Background: an optimization exercise with open tools, aiming at small area and few clock cycles per item. Do not read the settings as production practice. In this exercise RTL edits were held to simulation tests only and were not proved equivalent to the original. No driver is modelled on the clock port, so clock power and skew are understated where the tree is cut down; a real chip needs a root buffer or a tree. No activity file was given, so power comes from the tool's default toggle rates.

==> flow/design.v <==
module sdram #(parameter FREQ = 50000000) (
  input  logic clk,
  input  logic reset,
  input  logic        read,
  input  logic        write,
  input  logic [1:0]  wr_strb,
  input  logic [25:0] addr,   
  output logic        cmd_ready,
  input  logic [15:0] data_write,
  output logic [15:0] data_read,
  output logic        data_read_val,
  output logic        sdram_cs,         
  output logic [1:0]  sdram_bank,       
  output logic [12:0] sdram_addr,       
  output logic        sdram_ras,        
  output logic        sdram_cas,        
  output logic        sdram_we,         
  input  logic [15:0] sdram_data_in,    
  output logic [15:0] sdram_data_out,   
  output logic        sdram_drive_data  
);
  localparam [2:0] CMD_NOP     = 3'b111;
  localparam [2:0] CMD_ACTIVE  = 3'b011;
  localparam [2:0] CMD_READ    = 3'b101;
  localparam [2:0] CMD_WRITE   = 3'b100;
  localparam [2:0] CMD_PRECHG  = 3'b010;
  localparam [2:0] CMD_AUTOREF = 3'b001;
  localparam [2:0] CMD_MRS     = 3'b000;
  localparam [12:0] MODE = 13'h0223;
  logic        h_chip;
  logic [1:0]  h_bank;
  logic [12:0] h_row;
  logic [9:0]  h_col;
  assign {h_chip, h_bank, h_row, h_col} = addr;
  localparam [13:0] TMR0 = 14'd6818;    
  logic [13:0] tmr;
  logic        init_done;
  logic        ob_v;
  logic [2:0]  ob_bank;     
  logic [12:0] ob_row;
  logic [1:0]  a_cnt;
  logic [1:0]  rd_sh;       
  logic win, seq_cmd;
  assign win = (tmr[13:9] == 5'd0) & tmr[8] & tmr[7] & tmr[5] & tmr[4];
  assign seq_cmd = win & ~tmr[3] & (tmr[2] ^ tmr[1]);
  logic req, hit, do_rd, do_wr, do_pre, do_act, host_ok;
  assign req = read | write;
  assign host_ok = req & init_done & ~win;
  assign hit = ob_v & (ob_bank == {h_chip, h_bank}) & (ob_row == h_row);
  assign do_rd  = host_ok & hit & read & a_cnt[1];
  assign do_wr  = host_ok & hit & write & a_cnt[1] & (rd_sh == 2'b00);
  assign do_pre = host_ok & ~hit & ob_v & (a_cnt == 2'd3);
  assign do_act = host_ok & ~ob_v & ~((a_cnt == 2'd2) & (ob_bank == {h_chip, h_bank}));
  assign cmd_ready = do_rd | do_wr;
  logic [2:0] cmd;
  assign {sdram_ras, sdram_cas, sdram_we} = cmd;
  always_comb begin
    cmd = CMD_NOP;
    if (seq_cmd)
      cmd = ~tmr[2] ? CMD_PRECHG : init_done ? CMD_AUTOREF : CMD_MRS;
    else if (do_pre)
      cmd = CMD_PRECHG;
    else if (do_act)
      cmd = CMD_ACTIVE;
    else if (do_rd)
      cmd = CMD_READ;
    else if (do_wr)
      cmd = CMD_WRITE;
    if (win) begin
      sdram_cs = ~tmr[0];
      sdram_bank = 2'b00;
      sdram_addr = {2'b00, ~tmr[2], MODE[9:0]};    
    end else if (ob_v) begin
      {sdram_cs, sdram_bank} = ob_bank;
      sdram_addr = {wr_strb & {2{write}}, 1'b0, h_col};
    end else begin
      {sdram_cs, sdram_bank} = {h_chip, h_bank};
      sdram_addr = h_row;
    end
  end
  assign sdram_drive_data = do_wr;
  assign sdram_data_out = data_write;
  assign data_read = sdram_data_in;
  assign data_read_val = rd_sh[1];
  always_ff @(posedge clk) begin
    if (reset) begin
      tmr <= TMR0;
      init_done <= 1'b0;
      ob_v <= 1'b0;
      a_cnt <= 2'd3;
      rd_sh <= 2'b00;
    end else begin
      rd_sh <= {rd_sh[0], do_rd};
      if (win & tmr[3]) begin
        tmr <= '0;
        init_done <= 1'b1;
      end else
        tmr <= tmr + 14'd1;
      if (seq_cmd || do_pre)
        ob_v <= 1'b0;
      else if (do_act)
        ob_v <= 1'b1;
      if (do_act)
        a_cnt <= 2'd1;
      else if (do_pre)
        a_cnt <= 2'd2;
      else if (a_cnt != 2'd3)
        a_cnt <= a_cnt + 2'd1;
    end
    if (!ob_v) begin
      ob_bank <= {h_chip, h_bank};
      ob_row <= h_row;
    end
  end
endmodule
Settings: LEC_CHECK=0, CAP_MARGIN=20, CORE_MARGIN=2, CORE_UTILIZATION=40, SLEW_MARGIN=20; clock period 20.0 ns.
standard.sh (not shown) runs the stock make flow with config.mk's settings and CLKGATE_MAP_FILE= SYNTH_SCRIPT=/design/flow/synth_recipe.tcl, a recipe that flattens the netlist after the stock synthesis.
==> flow/flow/run.sh <==
#!/bin/bash
# Standard layout, with port buffers of the smallest buffer cell and a
# clock tree of small buffers without dummy loads.
export BUFFER_PORTS_ARGS="-buffer_cell sky130_fd_sc_hd__buf_1"
export CTS_ARGS="-sink_clustering_enable -repair_clock_nets -dont_use_dummy_load -root_buf sky130_fd_sc_hd__clkbuf_4 -buf_list sky130_fd_sc_hd__clkbuf_4 -sink_clustering_size 40 -sink_clustering_max_diameter 300"
bash standard.sh > standard.log 2>&1
Testbench counts at the start, summed over its fixed seeds: cycles 41,391, items 24,000.
==> next run, changes <==
==> flow/flow/run.sh (replaced) <==
#!/bin/bash
# The standard layout (standard.sh) with three changes:
#  - synthesis maps logic with an area-oriented abc script (flow/area.abc),
#    through flow/abc_area.tcl sourced ahead of synth_recipe.tcl;
#  - port buffers use the smallest buffer cell;
#  - the clock tree uses small buffers and no dummy loads.
set -euo pipefail
here=$(pwd)
cat flow/abc_area.tcl synth_recipe.tcl > my_synth.tcl
sed "s#SYNTH_SCRIPT=[^ ]*#SYNTH_SCRIPT=$here/my_synth.tcl#" standard.sh > my_standard.sh
export MY_ABC_SCRIPT=$here/flow/area.abc
export BUFFER_PORTS_ARGS="-buffer_cell sky130_fd_sc_hd__buf_1"
export CTS_ARGS="-sink_clustering_enable -repair_clock_nets -dont_use_dummy_load -root_buf sky130_fd_sc_hd__clkbuf_4 -buf_list sky130_fd_sc_hd__clkbuf_4 -sink_clustering_size 40 -sink_clustering_max_diameter 300"
bash my_standard.sh > standard.log 2>&1
==> flow/flow/abc_area.tcl (new file) <==
# Sourced ahead of the standard flow's synthesis script: the technology mapping call
# (abc) uses the area-oriented script flow/area.abc instead of ORFS's
# speed script.  Everything else, flip-flop mapping included, is unchanged.
proc abc {args} {
  set i [lsearch -exact $args -script]
  if { $i >= 0 } { lset args [expr {$i + 1}] $::env(MY_ABC_SCRIPT) }
  yosys abc {*}$args
}
==> flow/flow/area.abc (new file) <==
strash
ifraig
dc2
dch -f
amap
strash
dch -f
amap
topo
Outcome: Wire length drops by about 1%. Worst hold slack improves by 0.0035 ns. Sequential power drops by about 2%. Die area drops by 6.7%. Total power drops by about 1.7%. Via count climbs by 7.4%. Cell area drops by 5.0%. Clock power drops by about 3%.

sdram, a different RTL version from the one above (not shown whole).
Size in the first run: ~31 flip-flops, roughly 120 I/O pins.
==> flow/design.v (excerpt) <==
module sdram #(parameter FREQ = 50000000) (
  input  logic clk,
  input  logic reset,
  input  logic        read,
  input  logic        write,
  input  logic [1:0]  wr_strb,
  input  logic [25:0] addr,   
  output logic        cmd_ready,
  input  logic [15:0] data_write,
  output logic [15:0] data_read,
  output logic        data_read_val,
  output logic        sdram_cs,         
  output logic [1:0]  sdram_bank,       
  output logic [12:0] sdram_addr,       
  output logic        sdram_ras,        
  output logic        sdram_cas,        
  output logic        sdram_we,         
  input  logic [15:0] sdram_data_in,    
  output logic [15:0] sdram_data_out,   
  output logic        sdram_drive_data  
);
export LEC_CHECK = 0
export CAP_MARGIN = 20
export CORE_MARGIN = 2
export CORE_UTILIZATION = 40
export SLEW_MARGIN = 20
create_clock -name core_clock -period 20.0 [get_ports {clk}]
==> flow/flow/run.sh <==
#!/bin/bash
# The standard layout (standard.sh) with three changes:
#  - synthesis maps logic with an area-oriented abc script (flow/area.abc),
#    through flow/abc_area.tcl sourced ahead of synth_recipe.tcl;
#  - port buffers use the smallest buffer cell;
#  - the clock tree is a few equal buffers fed by the clock port, each
#    driving a group of nearby flip-flops (flow/clock_leaves.tcl, run as
#    ORFS's PRE_CTS_TCL hook in place of clock_tree_synthesis).
set -euo pipefail
here=$(pwd)
cat flow/abc_area.tcl synth_recipe.tcl > my_synth.tcl
sed "s#SYNTH_SCRIPT=[^ ]*#SYNTH_SCRIPT=$here/my_synth.tcl#" standard.sh > my_standard.sh
export MY_ABC_SCRIPT=$here/flow/area.abc
export BUFFER_PORTS_ARGS="-buffer_cell sky130_fd_sc_hd__buf_1"
export PRE_CTS_TCL=$here/flow/clock_leaves.tcl
export MY_CLOCK_LEAVES=3
export MY_CLOCK_BUFFER=sky130_fd_sc_hd__buf_4
bash my_standard.sh > standard.log 2>&1
==> flow/flow/clock_leaves.tcl <==
# Clock tree in place of clock_tree_synthesis (run as ORFS's PRE_CTS_TCL
# hook; clock_tree_synthesis, which cts.tcl calls next, is made a no-op).
# The flip-flops are split into MY_CLOCK_LEAVES groups of near-equal size by
# position (k-means with a size cap);
# each group gets one buffer of type MY_CLOCK_BUFFER at its centroid, driving
# its clock pins.  The clock port drives only these few buffers, all alike,
# so every flip-flop sees the same single buffer delay.
proc clock_tree_synthesis {args} {
  puts "clock_tree_synthesis skipped: clock leaves already placed"
}
set k $::env(MY_CLOCK_LEAVES)
set master [[ord::get_db] findMaster $::env(MY_CLOCK_BUFFER)]
set block [ord::get_db_block]
set clknet [$block findNet clk]
set sinks {}
set xs {}
set ys {}
foreach it [$clknet getITerms] {
  set b [[$it getInst] getBBox]
  lappend sinks $it
  lappend xs [expr {([$b xMin] + [$b xMax]) / 2.0}]
  lappend ys [expr {([$b yMin] + [$b yMax]) / 2.0}]
}
set n [llength $sinks]
# initial centres: sinks spread in order of x + y
set order [lsort -real -indices [lmap x $xs y $ys {expr {$x + $y}}]]
set cx {}
set cy {}
for {set c 0} {$c < $k} {incr c} {
  set i [lindex $order [expr {int(($c + 0.5) * $n / $k)}]]
  lappend cx [lindex $xs $i]
  lappend cy [lindex $ys $i]
}
# k-means with a cap of ceil(n / k) pins per group: each round assigns the
# (sink, centre) pairs in order of distance, then moves each centre to the
# centroid of its group
set cap [expr {($n + $k - 1) / $k}]
for {set iter 0} {$iter < 30} {incr iter} {
  set pairs {}
  for {set i 0} {$i < $n} {incr i} {
    for {set c 0} {$c < $k} {incr c} {
      lappend pairs [list [expr {abs([lindex $xs $i] - [lindex $cx $c]) + abs([lindex $ys $i] - [lindex $cy $c])}] $i $c]
    }
  }
  set asg [lrepeat $n -1]
  set cnt [lrepeat $k 0]
  foreach p [lsort -real -index 0 $pairs] {
    lassign $p d i c
    if {[lindex $asg $i] < 0 && [lindex $cnt $c] < $cap} {
      lset asg $i $c
      lset cnt $c [expr {[lindex $cnt $c] + 1}]
    }
  }
  for {set c 0} {$c < $k} {incr c} {
    set sx 0.0; set sy 0.0; set m 0
    for {set i 0} {$i < $n} {incr i} {
      if {[lindex $asg $i] == $c} {
        set sx [expr {$sx + [lindex $xs $i]}]
        set sy [expr {$sy + [lindex $ys $i]}]
        incr m
      }
    }
    if {$m > 0} {
      lset cx $c [expr {$sx / $m}]
      lset cy $c [expr {$sy / $m}]
    }
  }
}
for {set c 0} {$c < $k} {incr c} {
  set net [odb::dbNet_create $block clknet_leaf_$c]
  $net setSigType CLOCK
  set buf [odb::dbInst_create $block $master clkbuf_leaf_$c]
  [$buf findITerm A] connect $clknet
  [$buf findITerm X] connect $net
  $buf setLocation [expr {int([lindex $cx $c])}] [expr {int([lindex $cy $c])}]
  $buf setPlacementStatus PLACED
  set m 0
  for {set i 0} {$i < $n} {incr i} {
    if {[lindex $asg $i] == $c} {
      set it [lindex $sinks $i]
      $it disconnect
      $it connect $net
      incr m
    }
  }
  puts "clock leaf $c: $::env(MY_CLOCK_BUFFER) drives $m clock pins"
}
Other scripts of this flow, unchanged in this note and not shown: flow/flow/abc_area.tcl, flow/flow/area.abc
Testbench counts at the start, summed over its fixed seeds: cycles 41,548, items 24,000.
Rerun with:
--- a/flow/flow/run.sh
+++ b/flow/flow/run.sh
@@ -15,4 +15,4 @@
 export PRE_CTS_TCL=$here/flow/clock_leaves.tcl
-export MY_CLOCK_LEAVES=3
-export MY_CLOCK_BUFFER=sky130_fd_sc_hd__buf_4
+export MY_CLOCK_LEAVES=2
+export MY_CLOCK_BUFFER=sky130_fd_sc_hd__buf_6
 bash my_standard.sh > standard.log 2>&1
Outcome:
- routed wire length is about the same
- design area stays the same
- maximum frequency stays flat
- setup slack is about the same
- via count went up by 0.86%
- final cell count went down by 0.40%
- total power went up by 0.40%
- clock power went up by about 2%
- synthesized area stays the same
No run of this note takes its clock network from TritonCTS; it comes from the design's own scripts or RTL.

## separate check: timing with driven ports
The flow's constraints put no driver on any port. The routed layouts listed below were extracted and timed again, unchanged, in two steps.
Step 1 assumes that a clkbuf_16 drives the clock port and a buf_2 every other input.
Step 2 also shifts input and output timing later by t, the mid clock arrival at the registers, as if the neighbouring blocks saw the same clock.
a / b / c = ideal / step 1 / step 2; a / b = the first two.
run	shift t [ns]	setup WS [ns]	hold slack, ns	worst setup path after step 2	worst slew at a driven data input, ns
the first run of note 1	0.357	10.329 / 10.307 / 10.307	0.469 / 0.469 / 0.469	input to output	0.07
the second run of note 1	0.341	9.481 / 9.458 / 9.458	0.472 / 0.472 / 0.472	input to output	0.07
the first run of note 2	0.170	9.820 / 9.792 / 9.792	0.468 / 0.468 / 0.468	input to output	0.07
the second run of note 2	0.168	9.819 / 9.791 / 9.791	0.470 / 0.470 / 0.470	input to output	0.07
After both steps setup and hold are still met in every run listed.
